Context: an optimization exercise on an open-source flow, tuned for small area. The choices shown serve that exercise and are no tape-out recipe. RTL that was checked went through simulation tests only; none was proved equivalent to the original. Only the layout flow was run in runs 1 and 6; the RTL was not checked for function there. In every run shown here, the design's own scripts or RTL, not TritonCTS, make the clock network. No driver is modelled on the clock port, so clock power and skew are understated where the tree is cut down; a real chip needs a root buffer or a tree. Power is estimated from default activity; no workload was simulated.

**design/flow/flow/run.sh**
```bash
#!/bin/bash
# Own layout flow: the standard flow (standard.sh) with
#  - synthesis by the standard flow's synthesis script, but Yosys's abc pass given an
#    area-oriented ABC script (abc.script) and no full/half-adder extraction;
#  - port buffers of the smallest buffer cell;
#  - the clock tree replaced after clock tree synthesis by one clkbuf_16
#    driving every flip-flop (post_cts.tcl).
# Every tool's output goes to a log file in the work folder (and ORFS's own
# logs under orfs/logs).
set -euo pipefail
W=$PWD
export FLOW_ABC_SCRIPT=$W/flow/abc.script
export POST_CTS_TCL=$W/flow/post_cts.tcl FLOW_CLK_NBUF=4 FLOW_CLK_BUF=sky130_fd_sc_hd__clkbuf_8
EXTRA="SYNTH_SCRIPT=$W/flow/synth.tcl ADDER_MAP_FILE="
EXTRA="$EXTRA BUFFER_PORTS_ARGS='-buffer_cell sky130_fd_sc_hd__buf_1'"
EXTRA="$EXTRA CTS_ARGS='-sink_clustering_enable -repair_clock_nets -dont_use_dummy_load'"
sed -e "s|SYNTH_SCRIPT=[^ ]*|$EXTRA|" standard.sh > own_standard.sh
bash own_standard.sh synth > synth.log 2>&1
bash own_standard.sh finish > layout.log 2>&1
```
**design/flow/flow/abc.script**
```
strash
dc2
balance
rewrite
refactor
balance
rewrite
rewrite -z
balance
refactor -z
rewrite -z
balance
dch -f
amap
```
**design/flow/flow/post_cts.tcl**
```tcl
# Replace the clock tree that clock_tree_synthesis built by a single level of
# clock buffers: the clock port drives FLOW_CLK_NBUF buffers of type
# FLOW_CLK_BUF, each driving the flip-flops of one vertical strip of the
# core (sinks split by x position into equal groups), placed at the group's
# centre; then the placement is legalised again.
set block [ord::get_db_block]
set db [ord::get_db]
set clk_port [$block findBTerm clk]
set clk_net [$clk_port getNet]
set nbuf $::env(FLOW_CLK_NBUF)
set bufm [$db findMaster $::env(FLOW_CLK_BUF)]

# collect the clock tree: buffers reachable from the clock net, and sinks
set sinks {}
set tree_insts {}
set tree_nets {}
set todo [list $clk_net]
while {[llength $todo] > 0} {
  set net [lindex $todo 0]
  set todo [lrange $todo 1 end]
  foreach it [$net getITerms] {
    if {![$it isInputSignal] && [$it getIoType] ne "INPUT"} { continue }
    set inst [$it getInst]
    set m [[$inst getMaster] getName]
    if {[string match "*clkbuf*" $m] || [string match "*clkinv*" $m] || ([string match "*__buf_*" $m] && [string match "clk*" [$inst getName]])} {
      if {[lsearch -exact $tree_insts $inst] < 0} {
        lappend tree_insts $inst
        foreach ot [$inst getITerms] {
          if {[$ot getIoType] eq "OUTPUT" && [$ot getNet] ne "NULL"} {
            lappend tree_nets [$ot getNet]
            lappend todo [$ot getNet]
          }
        }
      }
    } else {
      lappend sinks $it
    }
  }
}
puts "post_cts: [llength $tree_insts] clock tree cells, [llength $sinks] sinks"
foreach inst $tree_insts {
  if {[string match "*clkinv*" [[$inst getMaster] getName]]} { error "post_cts: clock inverter in the tree" }
}
# detach everything
foreach it $sinks { $it disconnect }
foreach inst $tree_insts { odb::dbInst_destroy $inst }
foreach net $tree_nets { odb::dbNet_destroy $net }

# sort sinks by x and split into groups
set keyed {}
foreach it $sinks {
  set inst [$it getInst]
  set bb [$inst getBBox]
  lappend keyed [list [expr {([$bb xMin] + [$bb xMax]) / 2}] [expr {([$bb yMin] + [$bb yMax]) / 2}] $it]
}
set keyed [lsort -integer -index 0 $keyed]
set n [llength $keyed]
for {set g 0} {$g < $nbuf} {incr g} {
  set lo [expr {($g * $n) / $nbuf}]
  set hi [expr {(($g + 1) * $n) / $nbuf - 1}]
  set net [odb::dbNet_create $block "clknet_leaf_$g"]
  $net setSigType CLOCK
  set inst [odb::dbInst_create $block $bufm "clkbuf_leaf_$g"]
  [$inst findITerm A] connect $clk_net
  [$inst findITerm X] connect $net
  set sx 0; set sy 0
  foreach k [lrange $keyed $lo $hi] {
    [lindex $k 2] connect $net
    incr sx [lindex $k 0]; incr sy [lindex $k 1]
  }
  set cnt [expr {$hi - $lo + 1}]
  $inst setLocation [expr {$sx / $cnt}] [expr {$sy / $cnt}]
  $inst setPlacementStatus PLACED
  puts "post_cts: clkbuf_leaf_$g drives $cnt sinks"
}
detailed_placement
check_placement -verbose
estimate_parasitics -placement
report_clock_skew
```
**design/flow/flow/synth.tcl**
```tcl
# The standard flow's synthesis script (synth_recipe.tcl), with Yosys's abc pass run on
# an area-oriented ABC script instead of ORFS's speed script.
proc synth {args} { yosys synth -nofsm -noshare {*}$args }
proc abc {args} {
  set i [lsearch -exact $args -script]
  if {$i >= 0} { lset args [expr {$i + 1}] $::env(FLOW_ABC_SCRIPT) }
  yosys abc {*}$args
}
source $::env(SCRIPTS_DIR)/synth.tcl
# left out here: clear keep_hierarchy, flatten, clean up, hide names made inside functions, write 1_2_yosys.v
```
**design/flow/standard.sh**
```bash
#!/bin/bash
# synth_recipe.tcl (not shown) runs the flow's synth.tcl, then flattens the netlist and writes it again
# the make line also repeats each setting of config.mk as NAME=value (left out here)
make -C /OpenROAD-flow-scripts/flow DESIGN_CONFIG=/design/flow/config.mk WORK_HOME=/design/flow/orfs CLKGATE_MAP_FILE= SYNTH_SCRIPT=/design/flow/synth_recipe.tcl "${@:-finish}"
```
**design/flow/config.mk**
```make
export PLATFORM = sky130hd
export DESIGN_NAME = pong_top
export DESIGN_NICKNAME = pong_top
export VERILOG_FILES = /design/flow/design.v
export SDC_FILE = /design/flow/constraint.sdc
export NUM_CORES = 4
export LEC_CHECK = 0
export CAP_MARGIN = 20
export CORE_MARGIN = 2
export CORE_UTILIZATION = 40
export SLEW_MARGIN = 20
```
**design/flow/constraint.sdc**
```tcl
create_clock -name core_clock -period 10.0 [get_ports {clk}]
set_input_delay 2.0000 -clock core_clock [delete_from_list [all_inputs] [get_ports {clk}]]
set_output_delay 2.0000 -clock core_clock [all_outputs]
set_load 0.01 [all_outputs]
```
**design/flow/design.v**
```verilog
`timescale 1ns / 1ps
module AISO(reset, clk, reset_S);
    input           reset, clk;
    output  wire    reset_S;
    reg             Qmeta, Qok;
    always @ (posedge reset, posedge clk)
        if (reset) {Qmeta,Qok} <= 2'b0;
        else       {Qmeta,Qok} <= {1'b1,Qmeta};
    assign reset_S = ~Qok;
endmodule
`timescale 1ns / 1ps
module pulsegeneration(reset, clk, tick);
    input               clk, reset;
    output              tick;
    localparam [19:0] END  = 20'h41653;
    localparam [19:0] MASK = 20'hBFFFF;
    reg  [19:0] q;
    wire        clr = reset | tick;
    assign tick = ((q & MASK) == (END & MASK));
    always @(posedge clk)
        q <= {~(q[18:0] | {19{clr}}), ~(clr | (q[19] ^ q[16]))};
endmodule
`timescale 1ns / 1ps
module DBstatemachine(reset, clk, sw, m_tick, out);
    input           clk, reset;
    input           sw, m_tick;
    output reg      out;
    reg     [1:0]   cnt;
    wire            diff = sw ^ out;
    always @(posedge clk)
        if (reset) begin
            out <= 1'b0;
            cnt <= 2'd0;
        end else if (!diff)
            cnt <= 2'd0;
        else if (cnt == 2'd0)
            cnt <= 2'd1;
        else if (m_tick) begin
            cnt <= cnt + 2'd1;
            if (cnt == 2'd3) out <= ~out;
        end
endmodule
`timescale 1ns / 1ps
module debounce (reset, clk, tick, button_in, db_signal);
    input               reset, clk, tick, button_in;
    output              db_signal;
    DBstatemachine
        statemachine    (.reset(reset), .clk(clk), .sw(button_in),
                         .m_tick(tick), .out(db_signal));
endmodule
`timescale 1ns / 1ps
module pong_graph_animate(clk, rst, btn, video_on, pixel_x, pixel_y, graph_rgb);
    input                clk, rst;
    input        [1:0]   btn;
    input                video_on;
    input        [9:0]   pixel_x, pixel_y;
    output       [11:0]  graph_rgb;
    reg     [7:0]   pad;
    reg     [9:0]   bx, by;
    reg             vi, vx, vy;
    wire    [7:0]   pad_n;
    wire    [9:0]   bx_n, by_n;
    wire            vi_n, vx_n, vy_n;
    graph_core core(.btn(btn), .video_on(video_on), .pixel_x(pixel_x), .pixel_y(pixel_y),
                    .pad(pad), .bx(bx), .by(by), .vi(vi), .vx(vx), .vy(vy),
                    .graph_rgb(graph_rgb), .pad_n(pad_n), .bx_n(bx_n), .by_n(by_n),
                    .vi_n(vi_n), .vx_n(vx_n), .vy_n(vy_n));
    always @(posedge clk, posedge rst)
        if (rst) begin
            pad <= 8'd102;
            bx  <= 10'd0;
            by  <= 10'd0;
        end else begin
            pad <= pad_n;
            bx  <= bx_n;
            by  <= by_n;
        end
    always @(posedge clk)
        if (rst) begin
            vi <= 1'b1; vx <= 1'b1; vy <= 1'b0;
        end else begin
            vi <= vi_n; vx <= vx_n; vy <= vy_n;
        end
endmodule
module graph_core(btn, video_on, pixel_x, pixel_y, pad, bx, by, vi, vx, vy,
                  graph_rgb, pad_n, bx_n, by_n, vi_n, vx_n, vy_n);
    input        [1:0]   btn;
    input                video_on;
    input        [9:0]   pixel_x, pixel_y;
    input        [7:0]   pad;
    input        [9:0]   bx, by;
    input                vi, vx, vy;
    output       [11:0]  graph_rgb;
    output       [7:0]   pad_n;
    output       [9:0]   bx_n, by_n;
    output reg           vi_n, vx_n, vy_n;
    function [10:0] sub10;
        input [9:0] a;
        input [9:0] b;
        integer i;
        reg w;
        begin
            w = 1'b0;
            for (i = 0; i < 10; i = i + 1) begin
                sub10[i] = a[i] ^ b[i] ^ w;
                w = (~a[i] & b[i]) | (~(a[i] ^ b[i]) & w);
            end
            sub10[10] = w;
        end
    endfunction
    function ge10;
        input [9:0] x;
        input [9:0] k;
        integer i;
        reg g;
        begin
            g = 1'b1;
            for (i = 0; i < 10; i = i + 1)
                g = k[i] ? (x[i] & g) : (x[i] | g);
            ge10 = g;
        end
    endfunction
    function [9:0] step10;
        input [9:0] x;
        input       en, up2, down;
        integer i;
        reg c;
        begin
            step10[0] = x[0] ^ (en & ~up2);
            c = en & (up2 | (x[0] ^ down));
            for (i = 1; i < 10; i = i + 1) begin
                step10[i] = x[i] ^ c;
                c = c & (x[i] ^ (down & ~up2));
            end
        end
    endfunction
    wire refr = (pixel_y == 10'd481) && (pixel_x == 10'd0);
    wire pad_dn = btn[1] & ~ge10({2'b0, pad}, 10'd203);
    wire pad_up = ~pad_dn & btn[0] & ge10({2'b0, pad}, 10'd2);
    wire pen = refr & (pad_dn | pad_up);
    wire [9:0] pad_s = step10({2'b0, pad}, pen, 1'b0, pad_up);
    assign pad_n = pad_s[7:0];
    assign bx_n = step10(bx, refr, vi, vx);
    assign by_n = step10(by, refr, vi & vx, vy);
    wire top  = (by == 10'd0);
    wire bot  = ge10(by, 10'd473) & ~ge10(by, 10'd1017);
    wire wall = ~ge10(bx, 10'd36);
    wire hitx = (bx[9:2] == 8'd148) & (bx[1:0] != 2'd0) | (bx == 10'd596);
    wire [10:0] qd = sub10({1'b0, by[9:1]}, {2'b0, pad});
    wire [9:0] q = qd[9:0];
    wire q_lo = (q[9:6] == 4'd0) & (~q[5] | (q[4:2] == 3'd0));
    wire q_neg = (q[9:2] == 8'hff) & ((q[1:0] != 2'd0) | by[0]);
    wire hity = q_lo | q_neg;
    always @* begin
        vi_n = vi; vx_n = vx; vy_n = vy;
        if (top) begin
            vy_n = 1'b0;
            if (vi) vx_n = 1'b0;
        end else if (bot) begin
            vy_n = 1'b1;
            if (vi) vx_n = 1'b0;
        end else if (wall) begin
            vi_n = 1'b0; vx_n = 1'b0;
        end else if (hitx && hity) begin
            vi_n = 1'b0; vx_n = 1'b1;
        end
    end
    wire wall_on = (pixel_x[9:2] == 8'd8);                   
    wire [10:0] pd = sub10({1'b0, pixel_y[9:1]}, {2'b0, pad});
    wire paddle_on = (pixel_x[9:2] == 8'd150) & ~pd[10] & (pd[9:6] == 4'd0) &
                     (~pd[5] | (pd[4:2] == 3'd0));
    function inrange;
        input [9:0] a;       
        input [9:0] b;       
        input       w;       
        integer i;
        reg c, ok;
        begin
            c = w;
            ok = 1'b1;
            for (i = 3; i < 10; i = i + 1) begin
                ok = ok & ~(a[i] ^ b[i] ^ c);
                c = b[i] & ~a[i];
            end
            inrange = ok & ~c & ~((b[9:3] == 7'h7f) & (b[2:0] != 3'd0));
        end
    endfunction
    wire [10:0] dxl = sub10({7'd0, pixel_x[2:0]}, {7'd0, bx[2:0]});
    wire [10:0] dyl = sub10({7'd0, pixel_y[2:0]}, {7'd0, by[2:0]});
    wire xin = inrange(pixel_x, bx, dxl[10]);
    wire yin = inrange(pixel_y, by, dyl[10]);
    wire [10:0] dx = dxl;
    wire [10:0] dy = dyl;
    wire [2:0] c = dx[2:0];
    wire [2:0] r = dy[2:0];
    reg rom_bit;
    always @*
        case (r)
            3'd0, 3'd7: rom_bit = (c >= 3'd2) && (c <= 3'd5);
            3'd1, 3'd6: rom_bit = (c >= 3'd1) && (c <= 3'd6);
            default:    rom_bit = 1'b1;
        endcase
    wire ball_on = xin & yin & rom_bit;
    assign graph_rgb = !video_on ? 12'h000 :
                       wall_on   ? 12'h00f :
                       paddle_on ? 12'h0f0 :
                       ball_on   ? 12'hf00 : 12'haaa;
endmodule
`timescale 1ns / 1ps
module pong_top(clk, rst, btn, video_on, pixel_x, pixel_y, rgb);
    input           clk, rst;
    input    [1:0]  btn;
    input           video_on;
    input    [9:0]  pixel_x, pixel_y;
    output  [11:0]  rgb;
    wire            reset_S;
    wire            tick;
    wire     [1:0]  button;
    AISO
        AISO(.reset(rst), .clk(clk), .reset_S(reset_S));
    pulsegeneration
        pulse(.reset(reset_S), .clk(clk), .tick(tick));
    debounce
          d0(.reset(reset_S), .clk(clk), .tick(tick), .button_in(btn[0]), .db_signal(button[0]));
    debounce
          d1(.reset(reset_S), .clk(clk), .tick(tick), .button_in(btn[1]), .db_signal(button[1]));
    pong_graph_animate
         GRAPH(.clk(clk),
               .rst(reset_S),
               .btn(button),
               .video_on(video_on),
               .pixel_x(pixel_x),
               .pixel_y(pixel_y),
               .graph_rgb(rgb)
               );
endmodule
```
==> summary.txt, run 1 <==
status=finished clean; EDFF count, synth=0; Setup WS post-layout=3580 ps; top post-synthesis cells by area=dfrtp_1 19%, dfxtp_1 17%, nor2_1 12%, clkinv_1 7.4%, o21ai_0 6.9%; routed wire length=8610 um; syn_area_per_cell=7.19 sq um; number of maximum-capacitance violations=0; Pwr Total=390 uW; post-route core utilization=44.2%; unrepaired setup endpoints after global routing=false; Leakage Power=between 1 and 1.5 nW; std cell rows=34; Area Overhead vs Synth=8.43%; largest net degree at the start of global routing=35; vias in the first global route=3240; Mapped Area=0.00350 sq mm; crit-path max FO=4; share of cells above drive strength 1=1.91%; first-pass GRT wire length=roughly 15000 um; # clock sinks=59; crit end category=primary output; minimum clock period=approximately 6400 ps; Slew @ Worst Pin=569 ps; Inst Count DP=627; Synth async-reset ratio=50.8%; Die Height=about 100 um; critical path class=in2out; Clock Latency Late Sink=170 ps; maximum clock rate=156 MHz; die area=0.00952 sq mm; core area=0.00859 sq mm; GRT Overall Usage=19.0%; Tcrit/Tclk final=64.2%; crit path launch type=input port; slowest CP cell=o221ai_1; Seq/Total Area, Yosys=between 30% and 40%; Cells after Synth=487; Chip Width=97.6 um; Final Slew Violations=0; GPL Wtd Cong=0.884; post-DP HPWL=just under 7000 um; Post-Synthesis Net Count=about 510; Via density=5.48; initial core utilization=40.7%; Top FF cell, synth=dfxtp_1; worst endpoint data arrival time=4420 ps; Hold Vio Cnt, Final=0; WL/cell=13.6 um; pre-CTS setup slack=about 3600 ps; largest area contributor in the netlist=dfrtp_1; Via Count=3460; Worst Hold Class=reg2async; maximum vdd drop=0.141 mV; Synth top area share=between 10% and 20%; Yosys warning total=5; Rel. slew slack=between 60% and 70%; First-pass DRT Iterations=4; Fill cells=a little over 900; grt ovf=0; Final setup viols=0; PortBufs=36; Power Dens Cells=103 mW/mm^2; CP Data Required Time=roughly 8000 ps; Final Skew=26.4 ps; setup TNS=0 ps; Top Ports=37; Inserted Diodes=0; 1st-iter DRT viols=182; nets=550; post-route insts no fill=631; crit-path cells=buf_1, clkinv_1, o21ai_0, nor2_1, a21oi_1, nor2_1, a21oi_1, or2_0, o21ai_0, nand2_1, o21ai_0, o221ai_1, clkinv_1, nor2_1, and2_0, buf_1; Remaining DRCs=0; CP max stage delay=330 ps; initial antenna violation count=0; FF-to-FF setup slack=6680 ps; distinct cell type count after synthesis=41; clk slew on worst S/H paths=110 ps; Yosys reg bits=between 50 and 60; post-route ant nets=0
## final timing paths
path | start | end | cells after the start
max | pixel_y[2] | rgb[10] | 16
max reg2reg | GRAPH.pad[1] | GRAPH.vx | 20
min reg2reg | AISO.Qok | GRAPH.bx[3] | 1
max in group asynchronous | rst | AISO.Qmeta | 2
min | AISO.Qok | GRAPH.bx[3] | 1
min in group core_clock | AISO.Qmeta | AISO.Qok | 0
## power breakdown
part,internal [mW],switching (mW)
sequential,0.244,0.00360
combinational,0.0146,0.0272
clock,0.0371,0.0633
total,0.296,0.0941
## through the flow
stage	cell area (sq um)	hold WS, ps
detailed placement	3740	305
global route	3800	301
finish	3800	247
global placement	3740	295
floorplan	3500	331
## cell usage in the layout (no fill, tap or decap), types with 3 or more instances in the layout
cell type	Yosys	final
nor2_1	110	110
clkinv_1	69	69
o21ai_0	48	48
nand2_1	39	39
buf_1	0	36
a21oi_1	33	33
dfxtp_1	29	29
dfrtp_1	26	26
o22ai_1	13	13
o221ai_1	12	12
a22oi_1	11	11
o21a_1	10	10
nor3_1	9	9
a221oi_1	8	8
a211oi_1	7	7
nand4_1	6	6
nor4_1	5	5
or2_0	5	5
dfstp_2	4	4
or4_1	4	4
clkbuf_8	0	4
o21bai_1	3	3
o2111ai_1	3	3
a31oi_1	3	3
## per-layer routing
metal / vias to the layer above / share of wire (%) / global-route usage, %
met1: 1570 / 48 / 25.0
met3: 10 / 5.0 / 4.17
li1: 1812 / - / -
met5: - / 0 / 0
met2: 68 / 46 / 32.1
met4: 0 / 1.2 / 4.27
## registers in the layout, indices dropped and copies added (netlist names)
name / flops
GRAPH.vi: 1
pulse.q: 20
GRAPH.vx: 1
AISO.Qok: 1
d1.statemachine.out: 1
GRAPH.pad: 8
d0.statemachine.out: 1
GRAPH.by: 10
d1.statemachine.cnt: 2
d0.statemachine.cnt: 2
AISO.Qmeta: 1
GRAPH.bx: 10
GRAPH.vy: 1
## cells by family (layout without fill, tap and decap cells)
kind of cell           after synthesis  in the layout  synth area share, %
AND/OR/NAND/NOR                    189            189                 23.2
AO/OA/AOI/OAI                      163            163                 29.8
buffers and inverters               75            111                 8.68
flip-flops                          59             59                 38.2
other                                1              1                0.107
## worst max-delay path, delay by kind of cell
family | cells | cell delay, ps
buffers and inverters | 4 | 580
AOI/OAI and AO/OA | 6 | 1090
and+or+nand+nor | 6 | 750
## Yosys cell counts, drive strengths merged (4+ instances only)
cell	n
nor2	110
clkinv	69
or2	5
dfxtp	29
o22ai	13
a221oi	8
o21ai	48
dfstp	4
buf	6
a21oi	33
dfrtp	26
a22oi	11
or4	4
nand4	6
o221ai	12
a211oi	7
nand2	39
o21a	10
nor3	9
nor4	5
## final cells by class
class,instances,area (sq um),share of cell area (%)
Multi-Input combinational cell,353,1860,49.0
Sequential cell,59,1340,35.2
Inverter,69,259,6.82
Timing Repair Buffer,38,150,3.96
Tap cell,108,135,3.56
Buffer,4,55.1,1.45
==> inputs of run 2 (changes only) <==
--- a/design/flow/design.v
+++ b/design/flow/design.v
@@ -1,11 +1,11 @@
 `timescale 1ns / 1ps
-module AISO(reset, clk, reset_S);
-    input           reset, clk;
+module AISO(reset, clk, meta, reset_S);
+    input           reset, clk, meta;
     output  wire    reset_S;
-    reg             Qmeta, Qok;
+    reg             Qok;
     always @ (posedge reset, posedge clk)
-        if (reset) {Qmeta,Qok} <= 2'b0;
-        else       {Qmeta,Qok} <= {1'b1,Qmeta};
+        if (reset) Qok <= 1'b0;
+        else       Qok <= Qok | meta;
     assign reset_S = ~Qok;
 endmodule
 `timescale 1ns / 1ps
@@ -49,8 +49,9 @@
                          .m_tick(tick), .out(db_signal));
 endmodule
 `timescale 1ns / 1ps
-module pong_graph_animate(clk, rst, btn, video_on, pixel_x, pixel_y, graph_rgb);
-    input                clk, rst;
+module pong_graph_animate(clk, arst, rst, meta, btn, video_on, pixel_x, pixel_y, graph_rgb);
+    input                clk, arst, rst;
+    output               meta;
     input        [1:0]   btn;
     input                video_on;
     input        [9:0]   pixel_x, pixel_y;
@@ -75,12 +76,17 @@
             bx  <= bx_n;
             by  <= by_n;
         end
+    assign meta = vy;
     always @(posedge clk)
         if (rst) begin
-            vi <= 1'b1; vx <= 1'b1; vy <= 1'b0;
+            vi <= 1'b1; vx <= 1'b1;
         end else begin
-            vi <= vi_n; vx <= vx_n; vy <= vy_n;
-        end
+            vi <= vi_n; vx <= vx_n;
+        end
+    always @(posedge clk, posedge arst)
+        if (arst)     vy <= 1'b0;
+        else if (rst) vy <= ~vy;
+        else          vy <= vy_n;
 endmodule
 module graph_core(btn, video_on, pixel_x, pixel_y, pad, bx, by, vi, vx, vy,
                   graph_rgb, pad_n, bx_n, by_n, vi_n, vx_n, vy_n);
@@ -193,13 +199,9 @@
     wire [10:0] dy = dyl;
     wire [2:0] c = dx[2:0];
     wire [2:0] r = dy[2:0];
-    reg rom_bit;
-    always @*
-        case (r)
-            3'd0, 3'd7: rom_bit = (c >= 3'd2) && (c <= 3'd5);
-            3'd1, 3'd6: rom_bit = (c >= 3'd1) && (c <= 3'd6);
-            default:    rom_bit = 1'b1;
-        endcase
+    wire [1:0] er = r[2] ? ~r[1:0] : r[1:0];
+    wire [1:0] ec = c[2] ? ~c[1:0] : c[1:0];
+    wire rom_bit = er[1] | ec[1] | (er[0] & ec[0]);
     wire ball_on = xin & yin & rom_bit;
     assign graph_rgb = !video_on ? 12'h000 :
                        wall_on   ? 12'h00f :
@@ -216,8 +218,9 @@
     wire            reset_S;
     wire            tick;
     wire     [1:0]  button;
+    wire            meta;
     AISO
-        AISO(.reset(rst), .clk(clk), .reset_S(reset_S));
+        AISO(.reset(rst), .clk(clk), .meta(meta), .reset_S(reset_S));
     pulsegeneration
         pulse(.reset(reset_S), .clk(clk), .tick(tick));
     debounce
@@ -226,7 +229,9 @@
           d1(.reset(reset_S), .clk(clk), .tick(tick), .button_in(btn[1]), .db_signal(button[1]));
     pong_graph_animate
          GRAPH(.clk(clk),
+               .arst(rst),
                .rst(reset_S),
+               .meta(meta),
                .btn(button),
                .video_on(video_on),
                .pixel_x(pixel_x),
==> design/flow/flow/run.sh (replaced) <==
#!/bin/bash
# Own layout flow: the standard flow (standard.sh) with
#  - synthesis by the standard flow's synthesis script, except that Yosys's abc pass is
#    run with each area-oriented ABC script abc*.script and the smallest
#    result kept (synth.tcl), and no full/half-adder extraction;
#  - port buffers of the smallest buffer cell (buf_1);
#  - the clock tree that clock tree synthesis builds replaced by one level
#    of clock buffers (post_cts.tcl, run as ORFS's POST_CTS_TCL hook).
# Every tool's output goes to a log file in the work folder (synth.log,
# layout.log) and ORFS's own logs under orfs/logs.
set -euo pipefail
W=$PWD
export FLOW_FLOW_DIR=$W/flow
export POST_CTS_TCL=$W/flow/post_cts.tcl
export FLOW_CLK_NBUF=${FLOW_CLK_NBUF:-4} FLOW_CLK_BUF=sky130_fd_sc_hd__clkbuf_8
EXTRA="SYNTH_SCRIPT=$W/flow/synth.tcl ADDER_MAP_FILE="
EXTRA="$EXTRA BUFFER_PORTS_ARGS='-buffer_cell sky130_fd_sc_hd__buf_1'"
EXTRA="$EXTRA CTS_ARGS='-sink_clustering_enable -repair_clock_nets -dont_use_dummy_load'"
sed -e "s|SYNTH_SCRIPT=[^ ]*|$EXTRA|" standard.sh > own_standard.sh
bash own_standard.sh synth > synth.log 2>&1
bash own_standard.sh finish > layout.log 2>&1
==> design/flow/flow/abc1.script (new file) <==
strash
dc2
balance
rewrite
refactor
balance
rewrite
rewrite -z
balance
refactor -z
rewrite -z
balance
dch -f
amap
==> design/flow/flow/abc2.script (new file) <==
strash
dc2
balance
rewrite
refactor
balance
rewrite
rewrite -z
balance
refactor -z
rewrite -z
balance
dc2
balance
rewrite
refactor
balance
rewrite
rewrite -z
balance
refactor -z
rewrite -z
balance
dch -f
amap
==> design/flow/flow/abc3.script (new file) <==
strash
ifraig
dc2
balance
rewrite
refactor
balance
rewrite
rewrite -z
balance
refactor -z
rewrite -z
balance
fraig
dch -f
amap
==> design/flow/flow/abc4.script (new file) <==
strash
dc2
balance
rewrite
refactor
balance
rewrite
rewrite -z
balance
refactor -z
rewrite -z
balance
dch
amap
==> design/flow/flow/abc5.script (new file) <==
strash
dch -f
amap
mfs2
strash
dch -f
amap
==> design/flow/flow/abc6.script (new file) <==
strash
dc2
balance; rewrite; refactor; balance; rewrite; rewrite -z; balance; refactor -z; rewrite -z; balance
dch -f
map -a
mfs2
strash
dch -f
map -a
--- a/design/flow/flow/post_cts.tcl
+++ b/design/flow/flow/post_cts.tcl
@@ -1,8 +1,8 @@
 # Replace the clock tree that clock_tree_synthesis built by a single level of
 # clock buffers: the clock port drives FLOW_CLK_NBUF buffers of type
-# FLOW_CLK_BUF, each driving the flip-flops of one vertical strip of the
-# core (sinks split by x position into equal groups), placed at the group's
-# centre; then the placement is legalised again.
+# FLOW_CLK_BUF, each driving one group of flip-flops (groups made by
+# recursive bisection of their positions), placed at the group's centre;
+# then the placement is legalised again.
 set block [ord::get_db_block]
 set db [ord::get_db]
 set clk_port [$block findBTerm clk]
@@ -46,32 +46,45 @@
 foreach inst $tree_insts { odb::dbInst_destroy $inst }
 foreach net $tree_nets { odb::dbNet_destroy $net }
 
-# sort sinks by x and split into groups
+# split the sinks into groups by recursive bisection along the longer side
+# of their bounding box, in proportion to the number of buffers on each side
+proc my_split {items nb} {
+  if {$nb <= 1} { return [list $items] }
+  set xs {}; set ys {}
+  foreach k $items { lappend xs [lindex $k 0]; lappend ys [lindex $k 1] }
+  set xs [lsort -integer $xs]; set ys [lsort -integer $ys]
+  set w [expr {[lindex $xs end] - [lindex $xs 0]}]
+  set h [expr {[lindex $ys end] - [lindex $ys 0]}]
+  set idx [expr {$w >= $h ? 0 : 1}]
+  set sorted [lsort -integer -index $idx $items]
+  set nl [expr {$nb / 2}]
+  set cut [expr {([llength $sorted] * $nl) / $nb}]
+  return [concat [my_split [lrange $sorted 0 [expr {$cut - 1}]] $nl] \
+                 [my_split [lrange $sorted $cut end] [expr {$nb - $nl}]]]
+}
 set keyed {}
 foreach it $sinks {
   set inst [$it getInst]
   set bb [$inst getBBox]
   lappend keyed [list [expr {([$bb xMin] + [$bb xMax]) / 2}] [expr {([$bb yMin] + [$bb yMax]) / 2}] $it]
 }
-set keyed [lsort -integer -index 0 $keyed]
-set n [llength $keyed]
-for {set g 0} {$g < $nbuf} {incr g} {
-  set lo [expr {($g * $n) / $nbuf}]
-  set hi [expr {(($g + 1) * $n) / $nbuf - 1}]
+set g 0
+foreach group [my_split $keyed $nbuf] {
   set net [odb::dbNet_create $block "clknet_leaf_$g"]
   $net setSigType CLOCK
   set inst [odb::dbInst_create $block $bufm "clkbuf_leaf_$g"]
   [$inst findITerm A] connect $clk_net
   [$inst findITerm X] connect $net
   set sx 0; set sy 0
-  foreach k [lrange $keyed $lo $hi] {
+  foreach k $group {
     [lindex $k 2] connect $net
     incr sx [lindex $k 0]; incr sy [lindex $k 1]
   }
-  set cnt [expr {$hi - $lo + 1}]
+  set cnt [llength $group]
   $inst setLocation [expr {$sx / $cnt}] [expr {$sy / $cnt}]
   $inst setPlacementStatus PLACED
   puts "post_cts: clkbuf_leaf_$g drives $cnt sinks"
+  incr g
 }
 detailed_placement
 check_placement -verbose
==> design/flow/flow/synth.tcl (replaced) <==
# The standard flow's synthesis script (synth_recipe.tcl), with Yosys's abc pass run on
# each of the area-oriented ABC scripts abc*.script beside this file in turn
# (from the same starting netlist); the smallest result is kept.
proc synth {args} { yosys synth -nofsm -noshare {*}$args }
proc my_area {libargs} {
  set f $::env(RESULTS_DIR)/abc_try_stat.txt
  tee -q -o $f stat {*}$libargs
  set fh [open $f r]
  set txt [read $fh]
  close $fh
  if {![regexp {Chip area for module '[^']*': ([0-9.]+)} $txt -> a]} { error "no area in stat" }
  return $a
}
proc abc {args} {
  set i [lsearch -exact $args -script]
  set libargs {}
  foreach {k} [lsearch -all -exact $args -liberty] { lappend libargs -liberty [lindex $args [expr {$k + 1}]] }
  set scripts [lsort [glob [file join $::env(FLOW_FLOW_DIR) abc*.script]]]
  yosys design -save my_pre_abc
  set best ""
  set best_area 0
  foreach s $scripts {
    yosys design -load my_pre_abc
    set a $args
    lset a [expr {$i + 1}] $s
    yosys abc {*}$a
    yosys opt_clean
    set area [my_area $libargs]
    puts "FLOW_ABC $s area $area"
    if {![info exists first_area]} { set first_area $area }
    # a script whose result lost logic (far smaller than the first) is skipped
    if {$area < 0.8 * $first_area} { continue }
    if {$best eq "" || $area < $best_area} { set best $s; set best_area $area }
  }
  puts "FLOW_ABC best $best area $best_area"
  yosys design -load my_pre_abc
  lset args [expr {$i + 1}] $best
  yosys abc {*}$args
}
source $::env(SCRIPTS_DIR)/synth.tcl
# left out here: clear keep_hierarchy, flatten, clean up, hide names made inside functions, write 1_2_yosys.v
removed: design/flow/flow/abc.script
==> summary.txt, run 2 <==
status=finished clean; post-route ant nets=0 (unchanged); Register Area=0.00132 sq mm (-1.5%); core area=0.00830 sq mm (-3.4%); Clock Latency Late Sink=180 ps (about the same); Power Dens Cells=97.6 mW/mm^2 (-4.9%); grt ovf=0 (unchanged); worst endpoint data arrival time=4640 ps (+220 ps); EDFF count, synth=0 (unchanged); Placed Instance Area=0.00369 sq mm (-1.5%); largest area contributor in the netlist=dfrtp_1; crit-path cells=buf_1, clkinv_1, o21ai_0, o22ai_1, nand2_1, o21ai_0, nand2_1, o21ai_0, nand2_1, o21ai_0, nand2_1, o21ai_0, nor2_1, a21oi_1, nor4_1, clkinv_1, a21oi_1, buf_1; worst path bufs/invs=4 (unchanged); Cells after Synth=492 (+1.0%); Post-Synthesis Net Count=517 (+0.98%); Fill cells=862 (-6.4%); Die Height=97.0 um (-0.60%); Synth top area share=18.8% (+0.24 points); Hold Vio Cnt, Final=0 (unchanged); Final Slew Violations=0 (unchanged); max reg flops=20 (unchanged); Yosys reg bits=58 (-1.7%); std cell rows=33 (-2.9%); GRT Overall Usage=18.9% (-0.13 points); Inserted Diodes=0 (unchanged); Pwr Total=365 uW (-6.3%); Mapped Area=0.00346 sq mm (-1.3%); syn_area_per_cell=7.03 sq um (-2.3%); WL/cell=13.8 um (+1.3%); Yosys warning total=5 (unchanged); Top cell by count, worst path=o21ai_0; Synth top cells by count=109 x nor2_1, 69 x clkinv_1, 52 x a21oi_1, 43 x nand2_1, 39 x o21ai_0; clk slew on worst S/H paths=130 ps (+20 ps); top post-synthesis cells by area=dfrtp_1 19%, dfxtp_1 16%, nor2_1 12%, a21oi_1 7.5%, clkinv_1 7.5%; Largest regs=pulse.q x20, GRAPH.bx x10, GRAPH.by x10; setup TNS=0 ps (unchanged); unrepaired setup endpoints after global routing=false; CP Data Required Time=8000 ps (about the same); First-pass DRT Iterations=4 (unchanged); post-DP HPWL=6890 um (-0.17%); most frequent cells in the layout=109 x nor2_1, 69 x clkinv_1, 52 x a21oi_1; initial antenna violation count=0 (unchanged); 1st-iter DRT viols=139 (-24%); Top Ports=37 (unchanged); routed wire length=8730 um (+1.4%); Rel. slew slack=42.2% (-20 points); Area Overhead vs Synth=8.22%; initial core utilization=41.7% (+0.92 points); slowest CP cell=nor4_1; share of cells above drive strength 1=1.71% (-0.20 points); crit-path max FO=4 (unchanged); Top FF cell, synth=dfxtp_1; Worst Hold Class=reg2async; crit end category=primary output; CP max stage delay=450 ps (+120 ps); Chip Width=97.0 um (-0.60%); commonest non-fill, non-tap cell in the layout=nor2_1; nets=554 (+0.73%); Via density=5.49 (+0.13%); Via Count=3470 (+0.29%); Tcrit/Tclk final=66.4% (+2.1 points); Multi-input gate area=0.00184 sq mm (-1.3%); critical path class=in2out; die area=0.00940 sq mm (-1.2%); maximum vdd drop=0.0848 mV (-40%); # clock sinks=58 (-1.7%); GPL Wtd Cong=0.843 (-4.7%); Final setup viols=0 (unchanged); Synth async-reset ratio=51.7% (+0.88 points); count leader, synth=nor2_1; vias in the first global route=3098 (-4.4%); maximum clock rate=151 MHz (-3.2%); CP delay by family, top=compound AO/OA/AOI/OAI gates; crit path launch type=input port; Remaining DRCs=0 (unchanged); Top reg by flops=pulse.q; Slew @ Worst Pin=860 ps (+291 ps); Final Skew=36.5 ps (+10.1 ps); PortBufs=36 (unchanged); largest net degree at the start of global routing=21 (-40%); first-pass GRT wire length=14700 um (-3.0%); minimum clock period=6640 ps (+214 ps); distinct cell type count after synthesis=33 (-20%); Leakage Power=1.23 nW (-5.7%); number of maximum-capacitance violations=0 (unchanged); Post-Layout Inst Area=0.00374 sq mm (-1.5%); Seq/Total Area, Yosys=38.1% (-0.096 points)
==> run 2: cell count changes after synthesis, moves of 3 or more <==
cell	previous run	this run
nor4_1	5	8
a21oi_1	33	52
nand3_1	2	5
o22ai_1	13	20
o21ai_0	48	39
a22oi_1	11	5
nor3_1	9	14
nand2_1	39	43
or2_0	5	1
==> run 2: report_power, final <==
| part | internal (mW) | leakage (nW) | switching, mW |
|---|---|---|---|
| clock network | 0.0371 | 0.0288 | 0.0623 |
| logic | 0.0117 | 0.691 | 0.0207 |
| registers | 0.233 | 0.513 | 0.000276 |
| total | 0.282 | 1.23 | 0.0833 |
==> run 2: final timing paths <==
path / start / endpoint / slack [ps] / cells after the start
min in group core_clock: pulse.q[18] / pulse.q[19] / 380 / 1
worst max register to register: GRAPH.pad[2] / GRAPH.pad[7] / 5850 / 13
max in group asynchronous: rst / AISO.Qok / 8260 / 2
worst min-delay path: AISO.Qok / GRAPH.by[4] / 290 / 0
worst max-delay path: pixel_y[2] / rgb[5] / 3360 / 18
worst min register to register: AISO.Qok / GRAPH.by[4] / 290 / 0
==> run 2: per-stage QoR <==
step | hold WS [ps] | setup slack, ps | cells | util [%]
final | 290 | 3360 | 632 | 45.1
after global routing | 379 | 2870 | 632 | 45.1
after detailed placement | 348 | 3490 | 628 | 44.4
after global placement | 372 | 3630 | 628 | 44.4
after floorplan | 368 | 3960 | 492 | -
==> run 2: final cells by class <==
class                   count  area share [%]
multi-input cells         359            49.1
plain buffers               4            1.47
repair buffers             37            3.81
inverters                  69            6.92
flip-flops and latches     58            35.2
well taps                 105            3.51
==> run 2: metal layers <==
layer  up-vias  wire length [um]  track usage [%]
li1       1832                 -                -
met1      1567              4130             26.1
met2        59              4130             30.7
met3        12               324             3.40
met4         0               150             4.88
met5         -                 0                0
==> run 2: cell families (layout without fill, tap and decap cells) <==
logic type / after synthesis / after routing / share of synthesized area [%]
and+or+nand+nor: 195 / 195 / 23.9
buffers and inverters: 75 / 110 / 8.79
AOI/OAI and AO/OA: 164 / 164 / 29.2
DFF: 58 / 58 / 38.1
==> inputs of run 3 (changes only) <==
--- a/design/flow/flow/run.sh
+++ b/design/flow/flow/run.sh
@@ -12,7 +12,7 @@
 W=$PWD
 export FLOW_FLOW_DIR=$W/flow
 export POST_CTS_TCL=$W/flow/post_cts.tcl
-export FLOW_CLK_NBUF=${FLOW_CLK_NBUF:-4} FLOW_CLK_BUF=sky130_fd_sc_hd__clkbuf_8
+export FLOW_CLK_NBUF=${FLOW_CLK_NBUF:-2} FLOW_CLK_BUF=sky130_fd_sc_hd__clkbuf_16
 EXTRA="SYNTH_SCRIPT=$W/flow/synth.tcl ADDER_MAP_FILE="
 EXTRA="$EXTRA BUFFER_PORTS_ARGS='-buffer_cell sky130_fd_sc_hd__buf_1'"
 EXTRA="$EXTRA CTS_ARGS='-sink_clustering_enable -repair_clock_nets -dont_use_dummy_load'"
==> summary.txt, run 3 <==
routed wire length=8620 um (-1.2%); Pwr Total=365 uW (-0.13%); Final Slew Violations=0 (unchanged); hold slack final=310 ps (+19.6 ps); Seq/Total Area, Yosys=38.1% (unchanged); max reg flops=20 (unchanged); Area Overhead vs Synth=8.07%; First-pass DRT Iterations=4 (unchanged); Remaining DRCs=0 (unchanged); terminus of the critical flop-to-flop path=GRAPH.pad[7]; Synth top cells by count=109 x nor2_1, 69 x clkinv_1, 52 x a21oi_1, 43 x nand2_1, 39 x o21ai_0; minimum clock period=6600 ps (-37.2 ps); Post-Synthesis Net Count=517 (unchanged); Hold Vio Cnt, Final=0 (unchanged); GRT Overall Usage=18.4% (-0.52 points); crit-path cells=buf_1, clkinv_1, o21ai_0, o22ai_1, nand2_1, o21ai_0, nand2_1, o21ai_0, nand2_1, o21ai_0, nand2_1, o21ai_0, nor2_1, a21oi_1, nor4_1, clkinv_1, a21oi_1, buf_1; R2R Path Start=GRAPH.pad[2]; Power Dens Cells=97.6 mW/mm^2 (about the same); WL/cell=13.7 um (-0.92%); slowest CP cell=nor4_1; maximum clock rate=152 MHz (+0.56%); crit path launch type=input port; clk slew on worst S/H paths=120 ps (about the same); Tcrit/Tclk final=66.0% (-0.37 points); Clock Latency Late Sink=180 ps (about the same); Slew @ Worst Pin=870 ps (+10.2 ps); largest area contributor in the netlist=dfrtp_1; post-route insts no fill=630 (-0.32%); Top Ports=37 (unchanged); commonest non-fill, non-tap cell in the layout=nor2_1; first-pass GRT wire length=14600 um (-0.66%); EDFF count, synth=0 (unchanged); crit end category=primary output; # clock sinks=58 (unchanged); Leakage Power=1.23 nW (-0.33%); vias in the first global route=3095 (-0.097%); Inst Count DP=628 (unchanged); Final setup viols=0 (unchanged); Top reg by flops=pulse.q; share of cells above drive strength 1=1.33% (-0.37 points); initial core utilization=41.7% (unchanged); worst endpoint data arrival time=4600 ps (-40 ps); most frequent cells in the layout=109 x nor2_1, 69 x clkinv_1, 52 x a21oi_1; die area=0.00940 sq mm (unchanged); syn_area_per_cell=7.03 sq um (unchanged); status=finished clean; Synth async-reset ratio=51.7% (unchanged); Largest regs=pulse.q x20, GRAPH.bx x10, GRAPH.by x10; PortBufs=36 (unchanged); grt ovf=0 (unchanged); std cell rows=33 (unchanged); distinct cell type count after synthesis=33 (unchanged); Top FF cell, synth=dfxtp_1; CP max stage delay=450 ps (about the same); count leader, synth=nor2_1; Yosys warning total=5 (unchanged); CP Data Required Time=8000 ps (about the same); worst setup path startpoint=pixel_y[2]; top post-synthesis cells by area=dfrtp_1 19%, dfxtp_1 16%, nor2_1 12%, a21oi_1 7.5%, clkinv_1 7.5%; FF-to-FF setup slack=5820 ps (-30 ps); Cells after Synth=492 (unchanged); Chip Width=97.0 um (unchanged); initial antenna violation count=0 (unchanged); Synth top area share=18.8% (unchanged); Yosys reg bits=58 (unchanged); Inserted Diodes=0 (unchanged); post-route ant nets=0 (unchanged); critical path class=in2out; Top cell by count, worst path=o21ai_0; nets=552 (-0.36%); unrepaired setup endpoints after global routing=false; Die Height=97.0 um (unchanged); post-DP HPWL=6890 um (unchanged); Final Skew=16.8 ps (-19.6 ps); crit-path max FO=4 (unchanged); CP delay by family, top=compound AO/OA/AOI/OAI gates; 1st-iter DRT viols=131 (-5.8%); Worst Hold Class=reg2async; core area=0.00830 sq mm (unchanged); Via Count=3474 (+0.12%); setup TNS=0 ps (unchanged); worst path bufs/invs=4 (unchanged); GPL Wtd Cong=0.843 (unchanged); Via density=5.51 (+0.43%); largest net degree at the start of global routing=30 (+43%); number of maximum-capacitance violations=0 (unchanged); R2R cell count=13 (unchanged); Mapped Area=0.00346 sq mm (unchanged); Rel. slew slack=41.5% (-0.68 points); maximum vdd drop=0.0870 mV (+2.6%)
[run 3: cell counts after synthesis]
Identical to the previous run, type by type.
[run 3: how the worst max path moves through the flow]
stage	slack [ps]	cells after the start	endpoint
after floorplan	3960	17	rgb[7]
after global placement	3630	18	rgb[5]
after detailed placement	3490	18	rgb[5]
after global routing	2890	18	rgb[5]
final	3400	18	rgb[5]
[run 3: worst reg2reg max path: stages (launching register included)]
cell	delay, ps
dfstp_2	630
clkinv_1	190
nand4_1	160
a41oi_1	150
nor3_1	750
clkinv_1	410
a221oi_1	540
o221ai_1	260
nor2_1	220
o21ai_0	170
nor2_1	220
o221ai_1	200
nor2_1	140
a21oi_1	50
[run 3: cell type report]
class	count	area, sq um
plain buffers	2	50.0
fillers	857	4560
inverters	69	259
multi-input cells	359	1840
flip-flops and latches	58	1320
well taps	105	131
repair buffers	37	143
[run 3: metrics by stage]
step           cell area (sq um)  worst slack, ps  utilization (%)
3_5_place_dp                3690             3490             44.4
3_3_place_gp                3690             3630             44.4
2_1_floorplan               3460             3960                -
5_1_grt                     3740             2890             45.0
6_report                    3740             3400             45.0
[run 3: routing by layer]
layer	GRT usage, %	share of wire [%]
met3	1.37	3.0
met4	4.98	1.6
met2	30.6	48
met5	0	0
met1	25.8	48
[run 3: power by group]
part           internal (mW)  switching [mW]
Combinational         0.0117          0.0207
Sequential             0.233        0.000280
Clock                 0.0373          0.0615
Total                  0.282          0.0825
[run 3: cells by family after synthesis]
group / count (synthesis) / synth area share [%]
flops: 58 / 38.1
simple gates: 195 / 23.9
compound gates: 164 / 29.2
buf+inv: 75 / 8.79
==> inputs of run 4 (changes only) <==
--- a/design/flow/config.mk
+++ b/design/flow/config.mk
@@ -7,5 +7,5 @@
 export LEC_CHECK = 0
 export CAP_MARGIN = 20
 export CORE_MARGIN = 2
-export CORE_UTILIZATION = 40
+export CORE_UTILIZATION = 60
 export SLEW_MARGIN = 20
==> summary.txt, run 4 <==
max reg flops=20 (unchanged); Post-Layout Inst Area=0.00369 sq mm (-1.1%); Via Count=3536 (+1.8%); R2R Path Start=GRAPH.pad[5]; initial antenna violation count=0 (unchanged); Synth top area share=18.8% (unchanged); crit-path max FO=4 (unchanged); Setup WS post-layout=3300 ps (-98.0 ps); GRT Overall Usage=27.7% (+9.3 points); CP Data Required Time=8000 ps (about the same); setup TNS=0 ps (unchanged); vias in the first global route=3308 (+6.9%); Chip Width=79.9 um (-18%); syn_area_per_cell=7.03 sq um (unchanged); FF-to-FF setup slack=5810 ps (about the same); crit end category=primary output; worst endpoint data arrival time=4700 ps (+100 ps); Via density=5.92 (+7.4%); count leader, synth=nor2_1; clk slew on worst S/H paths=120 ps (about the same); Seq/Total Area, Yosys=38.1% (unchanged); 1st-iter DRT viols=301 (+130%); GPL Wtd Cong=0.889 (+5.5%); post-route insts no fill=597 (-5.2%); Fill cells=514 (-40%); Leakage Power=1.23 nW (unchanged); R2R cell count=13 (unchanged); Hold Vio Cnt, Final=0 (unchanged); Clock Latency Late Sink=180 ps (about the same); Tcrit/Tclk final=67.0% (+0.98 points); hold slack final=188 ps (-122 ps); EDFF count, synth=0 (unchanged); Inst Count DP=595 (-5.3%); # clock sinks=58 (unchanged); post-route ant nets=0 (unchanged); maximum clock rate=149 MHz (-1.5%); Final setup viols=0 (unchanged); minimum clock period=6700 ps (+98.0 ps); Remaining DRCs=0 (unchanged); Slew @ Worst Pin=894 ps (+23.9 ps); Synth top cells by count=109 x nor2_1, 69 x clkinv_1, 52 x a21oi_1, 43 x nand2_1, 39 x o21ai_0; WL/cell=14.1 um (+3.4%); maximum vdd drop=0.105 mV (+20%); Yosys reg bits=58 (unchanged); Area Overhead vs Synth=6.88%; PortBufs=36 (unchanged); top post-synthesis cells by area=dfrtp_1 19%, dfxtp_1 16%, nor2_1 12%, a21oi_1 7.5%, clkinv_1 7.5%; Multi-input gate area=0.00184 sq mm (unchanged); Largest regs=pulse.q x20, GRAPH.bx x10, GRAPH.by x10; Worst Hold Class=reg2async; first-pass GRT wire length=14300 um (-2.3%); largest net degree at the start of global routing=30 (unchanged); crit path launch type=input port; most frequent cells in the layout=109 x nor2_1, 69 x clkinv_1, 52 x a21oi_1; commonest non-fill, non-tap cell in the layout=nor2_1; Power Dens Cells=98.6 mW/mm^2 (+0.98%); Placed Instance Area=0.00364 sq mm (-1.1%); Final Slew Violations=0 (unchanged); Die Height=79.9 um (-18%); number of maximum-capacitance violations=0 (unchanged); First-pass DRT Iterations=5 (+1); Post-Synthesis Net Count=517 (unchanged); Top FF cell, synth=dfxtp_1; Cells after Synth=492 (unchanged); routed wire length=8440 um (-2.0%); Rel. slew slack=39.8% (-1.7 points); grt ovf=0 (unchanged); nets=552 (unchanged); Register Area=0.00132 sq mm (unchanged); std cell rows=27 (-18%); die area=0.00638 sq mm (-32%); core area=0.00554 sq mm (-33%); distinct cell type count after synthesis=33 (unchanged); pre-CTS setup slack=3420 ps (-69.0 ps); post-DP HPWL=6590 um (-4.4%); Mapped Area=0.00346 sq mm (unchanged); largest area contributor in the netlist=dfrtp_1; Final Skew=23.4 ps (+6.59 ps); Yosys warning total=5 (unchanged); Inserted Diodes=0 (unchanged); critical path class=in2out; unrepaired setup endpoints after global routing=false; terminus of the critical flop-to-flop path=GRAPH.pad[7]; Top Ports=37 (unchanged); initial core utilization=62.4% (+21 points); Synth async-reset ratio=51.7% (unchanged); Top reg by flops=pulse.q; share of cells above drive strength 1=1.33% (unchanged); status=finished clean
run 4: cell counts in the layout (fill, tap and decap cells not counted):
Identical to the previous run, type by type.
run 4: critical path, cell delays in order:
cell and delay [ps]:
buf_1 150, clkinv_1 140, o21ai_0 160, o22ai_1 100
nand2_1 90, o21ai_0 90, nand2_1 80, o21ai_0 100
nand2_1 90, o21ai_0 100, nand2_1 100, o21ai_0 110
nor2_1 100, a21oi_1 40, nor4_1 560, clkinv_1 240
a21oi_1 240, buf_1 190
run 4: worst max-delay path by stage:
stage | slack, ps | startpoint | depth (start not counted) | to
6_report | 3300 | pixel_y[2] | 18 | rgb[5]
2_1_floorplan | 3960 | pixel_y[2] | 17 | rgb[7]
3_3_place_gp | 3500 | pixel_y[2] | 18 | rgb[7]
3_5_place_dp | 3420 | pixel_y[2] | 18 | rgb[5]
5_1_grt | 2850 | pixel_y[2] | 18 | rgb[5]
run 4: power by group:
part | switching, mW | leakage, nW | total, mW | internal, mW
clock | 0.0614 | 0.0246 | 0.0987 | 0.0373
sequential | 0.000278 | 0.513 | 0.234 | 0.233
combinational | 0.0203 | 0.691 | 0.0320 | 0.0117
total | 0.0820 | 1.23 | 0.364 | 0.282
run 4: layer usage:
| metal | vias to the layer above | track usage [%] | wire, um |
|---|---|---|---|
| met1 | 1601 | 36.1 | 3930 |
| met5 | - | 0 | 0 |
| met3 | 19 | 2.38 | 256 |
| met4 | 0 | 8.81 | 162 |
| li1 | 1835 | - | - |
| met2 | 81 | 48.4 | 4100 |
run 4: cells by family (layout without fill, tap and decap cells):
| kind of cell | count (synthesis) | after routing | share of synthesized area (%) |
|---|---|---|---|
| flops | 58 | 58 | 38.1 |
| buf+inv | 75 | 108 | 8.79 |
| compound gates | 164 | 164 | 29.2 |
| simple gates | 195 | 195 | 23.9 |
run 4: cell type report:
cell class / count / share of cell area, %
Inverter: 69 / 7.01
Sequential cell: 58 / 35.6
Multi-Input combinational cell: 359 / 49.7
Timing Repair Buffer: 37 / 3.86
Buffer: 2 / 1.35
Tap cell: 72 / 2.44
run 4: metrics by stage:
stage | power [mW] | utilization, %
final | 0.364 | 66.7
after global routing | 0.377 | 66.7
after global placement | 0.269 | 65.8
after floorplan | 0.260 | -
after detailed placement | 0.270 | 65.8
==> inputs of run 5 (changes only) <==
--- a/design/flow/flow/run.sh
+++ b/design/flow/flow/run.sh
@@ -12,7 +12,7 @@
 W=$PWD
 export FLOW_FLOW_DIR=$W/flow
 export POST_CTS_TCL=$W/flow/post_cts.tcl
-export FLOW_CLK_NBUF=${FLOW_CLK_NBUF:-2} FLOW_CLK_BUF=sky130_fd_sc_hd__clkbuf_16
+export FLOW_CLK_NBUF=2 FLOW_CLK_BUF=sky130_fd_sc_hd__clkbuf_16
 EXTRA="SYNTH_SCRIPT=$W/flow/synth.tcl ADDER_MAP_FILE="
 EXTRA="$EXTRA BUFFER_PORTS_ARGS='-buffer_cell sky130_fd_sc_hd__buf_1'"
 EXTRA="$EXTRA CTS_ARGS='-sink_clustering_enable -repair_clock_nets -dont_use_dummy_load'"
==> design/flow/flow/abc7.script (new file) <==
strash
dc2
balance
rewrite
refactor
balance
rewrite
rewrite -z
balance
refactor -z
rewrite -z
balance
resub -K 8
resub -K 10 -N 2
dch -f
amap
==> design/flow/flow/abc8.script (new file) <==
strash
dc2
balance
rewrite
refactor
balance
rewrite
rewrite -z
balance
refactor -z
rewrite -z
balance
dc2
balance
rewrite
refactor
balance
rewrite
rewrite -z
balance
refactor -z
rewrite -z
balance
dc2
balance
rewrite
refactor
balance
rewrite
rewrite -z
balance
refactor -z
rewrite -z
balance
dch -f
amap
--- a/design/flow/config.mk
+++ b/design/flow/config.mk
@@ -7,5 +7,5 @@
 export LEC_CHECK = 0
 export CAP_MARGIN = 20
 export CORE_MARGIN = 2
-export CORE_UTILIZATION = 60
+export CORE_UTILIZATION = 40
 export SLEW_MARGIN = 20
==> summary.txt, run 5 <==
status=finished clean; Synth top cells by count=109 x nor2_1, 69 x clkinv_1, 52 x a21oi_1, 43 x nand2_1, 39 x o21ai_0; distinct cell type count after synthesis=33 (unchanged); nets=552 (unchanged); Synth async-reset ratio=51.7% (unchanged); Placed Instance Area=0.00369 sq mm (+1.1%); R2R Path Start=GRAPH.pad[2]; core area=0.00830 sq mm (+50%); largest area contributor in the netlist=dfrtp_1; Rel. slew slack=41.5% (+1.7 points); Hold Vio Cnt, Final=0 (unchanged); First-pass DRT Iterations=4 (-1); WL/cell=13.7 um (-3.3%); Top reg by flops=pulse.q; top post-synthesis cells by area=dfrtp_1 19%, dfxtp_1 16%, nor2_1 12%, a21oi_1 7.5%, clkinv_1 7.5%; PortBufs=36 (unchanged); Cells after Synth=492 (unchanged); Top Ports=37 (unchanged); setup TNS=0 ps (unchanged); Synth top area share=18.8% (unchanged); Inst Count DP=628 (+5.5%); Largest regs=pulse.q x20, GRAPH.bx x10, GRAPH.by x10; Post-Layout Inst Area=0.00374 sq mm (+1.1%); routed wire length=8620 um (+2.1%); most frequent cells in the layout=109 x nor2_1, 69 x clkinv_1, 52 x a21oi_1; largest net degree at the start of global routing=30 (unchanged); crit end category=primary output; Slew @ Worst Pin=870 ps (-23.9 ps); post-route insts no fill=630 (+5.5%); GPL Wtd Cong=0.843 (-5.2%); Final Skew=16.8 ps (-6.59 ps); Remaining DRCs=0 (unchanged); Post-Synthesis Net Count=517 (unchanged); Seq/Total Area, Yosys=38.1% (unchanged); critical path class=in2out; minimum clock period=6600 ps (-98.0 ps); commonest non-fill, non-tap cell in the layout=nor2_1; 1st-iter DRT viols=131 (-56%); Yosys warning total=5 (unchanged); vias in the first global route=3095 (-6.4%); share of cells above drive strength 1=1.33% (unchanged); worst setup path startpoint=pixel_y[2]; Via Count=3474 (-1.8%); Final setup viols=0 (unchanged); Register Area=0.00132 sq mm (unchanged); Top FF cell, synth=dfxtp_1; syn_area_per_cell=7.03 sq um (unchanged); first-pass GRT wire length=14600 um (+2.4%); Leakage Power=1.23 nW (unchanged); Area Overhead vs Synth=8.07%; Fill cells=857 (+67%); initial antenna violation count=0 (unchanged); Worst Hold Class=reg2async; Mapped Area=0.00346 sq mm (unchanged); worst endpoint data arrival time=4600 ps (-100 ps); Final Slew Violations=0 (unchanged); count leader, synth=nor2_1; clk slew on worst S/H paths=120 ps (about the same); # clock sinks=58 (unchanged); GRT Overall Usage=18.4% (-9.3 points); grt ovf=0 (unchanged); Multi-input gate area=0.00184 sq mm (unchanged); number of maximum-capacitance violations=0 (unchanged); pre-CTS setup slack=3490 ps (+69.0 ps); Clock Latency Late Sink=180 ps (about the same); Yosys reg bits=58 (unchanged); die area=0.00940 sq mm (+47%); max reg flops=20 (unchanged); std cell rows=33 (+22%); unrepaired setup endpoints after global routing=false; initial core utilization=41.7% (-21 points); post-DP HPWL=6890 um (+4.6%); Power Dens Cells=97.6 mW/mm^2 (-0.97%); CP Data Required Time=8000 ps (about the same); Via density=5.51 (-6.9%); crit path launch type=input port; maximum clock rate=152 MHz (+1.5%); crit-path max FO=4 (unchanged); Die Height=97.0 um (+21%); Setup WS post-layout=3400 ps (+98.0 ps); Tcrit/Tclk final=66.0% (-0.98 points); Chip Width=97.0 um (+21%); Inserted Diodes=0 (unchanged); hold slack final=310 ps (+122 ps); EDFF count, synth=0 (unchanged); post-route ant nets=0 (unchanged); maximum vdd drop=0.0870 mV (-17%)
==> run 5: cell counts in the layout (fill, tap and decap cells not counted) <==
No cell type changed its count.
==> run 5: layer usage <==
layer	vias up	share of wire, %	track usage, %
met5	-	0	0
met4	0	1.6	4.98
met3	11	3.0	1.37
met2	65	48	30.6
met1	1566	48	25.8
li1	1832	-	-
==> run 5: cell type report <==
type / instances / share of cell area (%)
sequential: 58 / 35.2
multi-input combinational: 359 / 49.2
timing repair buffer: 37 / 3.82
tap: 105 / 3.52
inverter: 69 / 6.93
buffer: 2 / 1.34
==> run 5: path summary, 6_finish.rpt <==
check	to	slack, ps	depth (start not counted)
min reg2reg	GRAPH.by[7]	310	0
max reg2reg	GRAPH.pad[7]	5820	13
max in group asynchronous	GRAPH.vy	8270	2
min in group core_clock	pulse.q[19]	390	1
min	GRAPH.by[7]	310	0
max	rgb[5]	3400	18
==> run 5: report_power, final <==
group,internal (mW),leakage (nW),switching [mW]
combinational,0.0117,0.691,0.0207
sequential,0.233,0.513,0.000280
clock,0.0373,0.0246,0.0615
==> run 5: stage by stage <==
stage          total power [mW]  util (%)
2_1_floorplan             0.260         -
3_3_place_gp              0.270      44.4
3_5_place_dp              0.270      44.4
5_1_grt                   0.381      45.0
6_report                  0.365      45.0
==> run 5: worst max-delay path, cell delays in order <==
cell,delay (ps)
buf_1,120
clkinv_1,130
o21ai_0,190
o22ai_1,110
nand2_1,90
o21ai_0,100
nand2_1,80
o21ai_0,110
nand2_1,100
o21ai_0,130
nand2_1,120
o21ai_0,110
nor2_1,100
a21oi_1,50
nor4_1,450
clkinv_1,220
a21oi_1,220
buf_1,170
==> run 5: kinds of logic (layout without fill, tap and decap cells) <==
family	count (synthesis)	in the layout	synth area share (%)
AND/OR/NAND/NOR	195	195	23.9
flip-flops	58	58	38.1
buffers and inverters	75	108	8.79
AO/OA/AOI/OAI	164	164	29.2
==> inputs of run 6 (changes only) <==
--- a/design/flow/design.v
+++ b/design/flow/design.v
@@ -152,11 +152,11 @@
     wire bot  = ge10(by, 10'd473) & ~ge10(by, 10'd1017);
     wire wall = ~ge10(bx, 10'd36);
     wire hitx = (bx[9:2] == 8'd148) & (bx[1:0] != 2'd0) | (bx == 10'd596);
-    wire [10:0] qd = sub10({1'b0, by[9:1]}, {2'b0, pad});
-    wire [9:0] q = qd[9:0];
-    wire q_lo = (q[9:6] == 4'd0) & (~q[5] | (q[4:2] == 3'd0));
-    wire q_neg = (q[9:2] == 8'hff) & ((q[1:0] != 2'd0) | by[0]);
-    wire hity = q_lo | q_neg;
+    wire [10:0] qd = sub10({2'b0, by[8:1]}, {2'b0, pad});
+    wire [8:0] q = qd[8:0];
+    wire q_lo = ~q[8] & (q[7:6] == 2'd0) & (~q[5] | (q[4:2] == 3'd0));
+    wire q_neg = (q[8:2] == 7'h7f) & ((q[1:0] != 2'd0) | by[0]);
+    wire hity = ~by[9] & (q_lo | q_neg);
     always @* begin
         vi_n = vi; vx_n = vx; vy_n = vy;
         if (top) begin
@@ -172,8 +172,8 @@
         end
     end
     wire wall_on = (pixel_x[9:2] == 8'd8);                   
-    wire [10:0] pd = sub10({1'b0, pixel_y[9:1]}, {2'b0, pad});
-    wire paddle_on = (pixel_x[9:2] == 8'd150) & ~pd[10] & (pd[9:6] == 4'd0) &
+    wire [10:0] pd = sub10({2'b0, pixel_y[8:1]}, {2'b0, pad});
+    wire paddle_on = (pixel_x[9:2] == 8'd150) & ~pixel_y[9] & ~pd[10] & (pd[7:6] == 2'd0) &
                      (~pd[5] | (pd[4:2] == 3'd0));
     function inrange;
         input [9:0] a;       
==> summary.txt, run 6 <==
Via Count=3466 (-0.23%); Pwr Total=358 uW (-1.7%); Leakage Power=1.22 nW (-0.78%); Multi-input gate area=0.00188 sq mm (+2.4%); post-route ant nets=0 (unchanged); Cells after Synth=490 (-0.41%); top post-synthesis cells by area=dfrtp_1 19%, dfxtp_1 16%, nor2_1 12%, o21ai_0 7.5%, clkinv_1 6.5%; nets=550 (-0.36%); number of maximum-capacitance violations=0 (unchanged); Mapped Area=0.00347 sq mm (+0.29%); distinct cell type count after synthesis=37 (+12%); Rel. slew slack=42.6% (+1.1 points); Yosys reg bits=58 (unchanged); share of cells above drive strength 1=1.34% (+0.0051 points); Register Area=0.00132 sq mm (unchanged); Area Overhead vs Synth=8.05% (about the same); Synth Area in Compound Gates=28.0% (-1.2 points); worst endpoint data arrival time=4670 ps (+70 ps); largest net degree at the start of global routing=32 (+6.7%); core area=0.00830 sq mm (unchanged); Simple-Gate Fraction of Synth Area=26.3% (+2.3 points); EDFF count, synth=0 (unchanged); # clock sinks=58 (unchanged); critical path class=in2out; count leader, synth=nor2_1; vias in the first global route=3046 (-1.6%); Final Slew Violations=0 (unchanged); Via density=5.52 (about the same); std cell rows=33 (unchanged); largest family of logic cells by synthesized area=compound AO/OA/AOI/OAI gates; Post-Synthesis Net Count=515 (-0.39%); Hold Vio Cnt, Final=0 (unchanged); syn_area_per_cell=7.08 sq um (+0.70%); Final Skew=5.78 ps (-11.1 ps); post-route core utilization=45.1% (+0.12 points); Slew @ Worst Pin=860 ps (-9.87 ps); die area=0.00943 sq mm (+0.28%); PortBufs=36 (unchanged); Worst Hold Class=reg2async; first-pass GRT wire length=14200 um (-2.9%); crit end category=primary output; Top reg by flops=pulse.q; Inserted Diodes=0 (unchanged); initial core utilization=41.8% (+0.12 points); commonest non-fill, non-tap cell in the layout=nor2_1; Largest regs=pulse.q x20, GRAPH.bx x10, GRAPH.by x10; Power Dens Cells=95.7 mW/mm^2 (-2.0%); Synth async-reset ratio=51.7% (unchanged); Inst Count DP=626 (-0.32%); largest area contributor in the netlist=dfrtp_1; Die Height=97.1 um (+0.14%); post-route insts no fill=628 (-0.32%); Chip Width=97.1 um (+0.14%); Top FF cell, synth=dfxtp_1; Seq/Total Area, Yosys=38.0% (-0.11 points); Clock Latency Late Sink=170 ps (about the same); Synth top cells by count=110 x nor2_1, 60 x clkinv_1, 52 x nand2_1, 52 x o21ai_0, 29 x a21oi_1; maximum clock rate=150 MHz (-1.1%); initial antenna violation count=0 (unchanged); post-synthesis mux area share=0% (unchanged); Remaining DRCs=0 (unchanged); unrepaired setup endpoints after global routing=false; WL/cell=13.5 um (-1.4%); clk slew on worst S/H paths=110 ps (about the same); GPL Wtd Cong=0.829 (-1.7%); minimum clock period=6670 ps (+71.8 ps); status=finished clean; Synth Area in XOR/XNOR=0% (unchanged); CP Data Required Time=8000 ps (about the same); crit-path max FO=4 (unchanged); GRT Overall Usage=17.7% (-0.71 points); 1st-iter DRT viols=207 (+58%); Top Ports=37 (unchanged); grt ovf=0 (unchanged); Yosys warning total=5 (unchanged); Tcrit/Tclk final=66.7% (+0.72 points); Final setup viols=0 (unchanged); First-pass DRT Iterations=5 (+1); crit path launch type=input port; most frequent cells in the layout=110 x nor2_1, 60 x clkinv_1, 52 x nand2_1, 52 x o21ai_0, 36 x buf_1; Fill cells=874 (+2.0%); Synth top area share=18.8% (-0.054 points); routed wire length=8470 um (-1.8%); adder-cell share of the synthesized area=0% (unchanged); max reg flops=20 (unchanged); post-DP HPWL=6850 um (-0.61%); maximum vdd drop=0.0821 mV (-5.7%); setup TNS=0 ps (unchanged); hold slack final=263 ps (-46.4 ps)
[run 6: changes by cell type after synthesis, sizes merged, moves of 3 or more]
cell,delta
o21ai,+13
o21a,+4
nand2,+9
a22oi,+7
nor4,-5
o22ai,-8
a221oi,-3
clkinv,-9
a21oi,-23
[run 6: per-stage QoR]
stage / area [sq um] / setup slack (ps)
floorplan: 3470 / 3670
global placement: 3700 / 3400
detailed placement: 3700 / 3360
global route: 3750 / 2980
finish: 3750 / 3330
[run 6: worst paths after layout]
check	startpoint	end	slack, ps	cells after the start
setup / recovery	pixel_y[6]	rgb[8]	3330	12
hold / removal	AISO.Qok	GRAPH.by[0]	260	1
setup reg to reg	GRAPH.pad[3]	GRAPH.pad[7]	6470	14
hold reg to reg	AISO.Qok	GRAPH.by[0]	260	1
max in group asynchronous	rst	GRAPH.vy	8270	2
min in group core_clock	pulse.q[18]	pulse.q[19]	390	1
[run 6: where the power goes]
| part | switching [mW] | internal [mW] | total, mW |
|---|---|---|---|
| sequential | 0.000315 | 0.233 | 0.234 |
| clock | 0.0579 | 0.0372 | 0.0950 |
| combinational | 0.0186 | 0.0112 | 0.0298 |
[run 6: final cells by class]
| class | instances | area share, % |
|---|---|---|
| Timing Repair Buffer | 37 | 3.81 |
| Buffer | 2 | 1.34 |
| Multi-Input combinational cell | 366 | 50.2 |
| Tap cell | 105 | 3.51 |
| Sequential cell | 58 | 35.1 |
| Inverter | 60 | 6.01 |
[run 6: metal layers]
metal	share of wire (%)	global-route usage (%)	up-vias
met5	0	0	-
met4	1.8	4.66	0
met3	4.6	1.44	10
met2	44	28.6	79
met1	50	25.6	1567
li1	-	-	1810
[run 6: critical path: stages]
cell	delay, ps
buf_1	140
clkinv_1	140
o21ai_0	260
nor3_1	90
or4_1	500
or4_1	400
nor4_1	220
o221ai_1	150
nor4_1	380
nand2_1	90
nor2_1	130
buf_1	170
[run 6: kinds of logic (layout without fill, tap and decap cells)]
family                 Yosys count  after routing
AO/OA/AOI/OAI                  155            155
buffers and inverters           66             99
flip-flops                      58             58
AND/OR/NAND/NOR                211            211

-- static timing again, ports no longer ideal --
Ports are ideal in the flow. The routed layouts listed here were re-timed in OpenROAD.
Step 1 sets driving cells, clkbuf_16 on the clock port and buf_2 on the other inputs (assumed; they add their load-dependent delay and slew).
Step 2 adds t to the input delays and takes it off the output delays; t is the mean of the earliest and latest rising clock arrival at the registers after step 1. Input paths then give back, and output paths get back, about the clock's delay inside the block.
Slacks: no drivers / after step 1 / after step 2; pairs: no drivers / after step 1.
run | t (ns) | slack for setup (ns) | slew at the worst register clock pin (ns) | worst data-port slew with drivers (ns)
run 1 | 0.210 | 3.577 / 3.551 / 3.551 | 0.11 / 0.11 | 0.05
run 2 | 0.224 | 3.364 / 3.329 / 3.329 | 0.13 / 0.13 | 0.04
run 3 | 0.219 | 3.401 / 3.365 / 3.365 | 0.12 / 0.12 | 0.04
run 4 | 0.218 | 3.303 / 3.274 / 3.274 | 0.12 / 0.12 | 0.05
run 5 | 0.219 | 3.401 / 3.365 / 3.365 | 0.12 / 0.12 | 0.04
run 6 | 0.213 | 3.329 / 3.303 / 3.303 | 0.11 / 0.11 | 0.04
After both steps setup and hold are still met in every run listed.
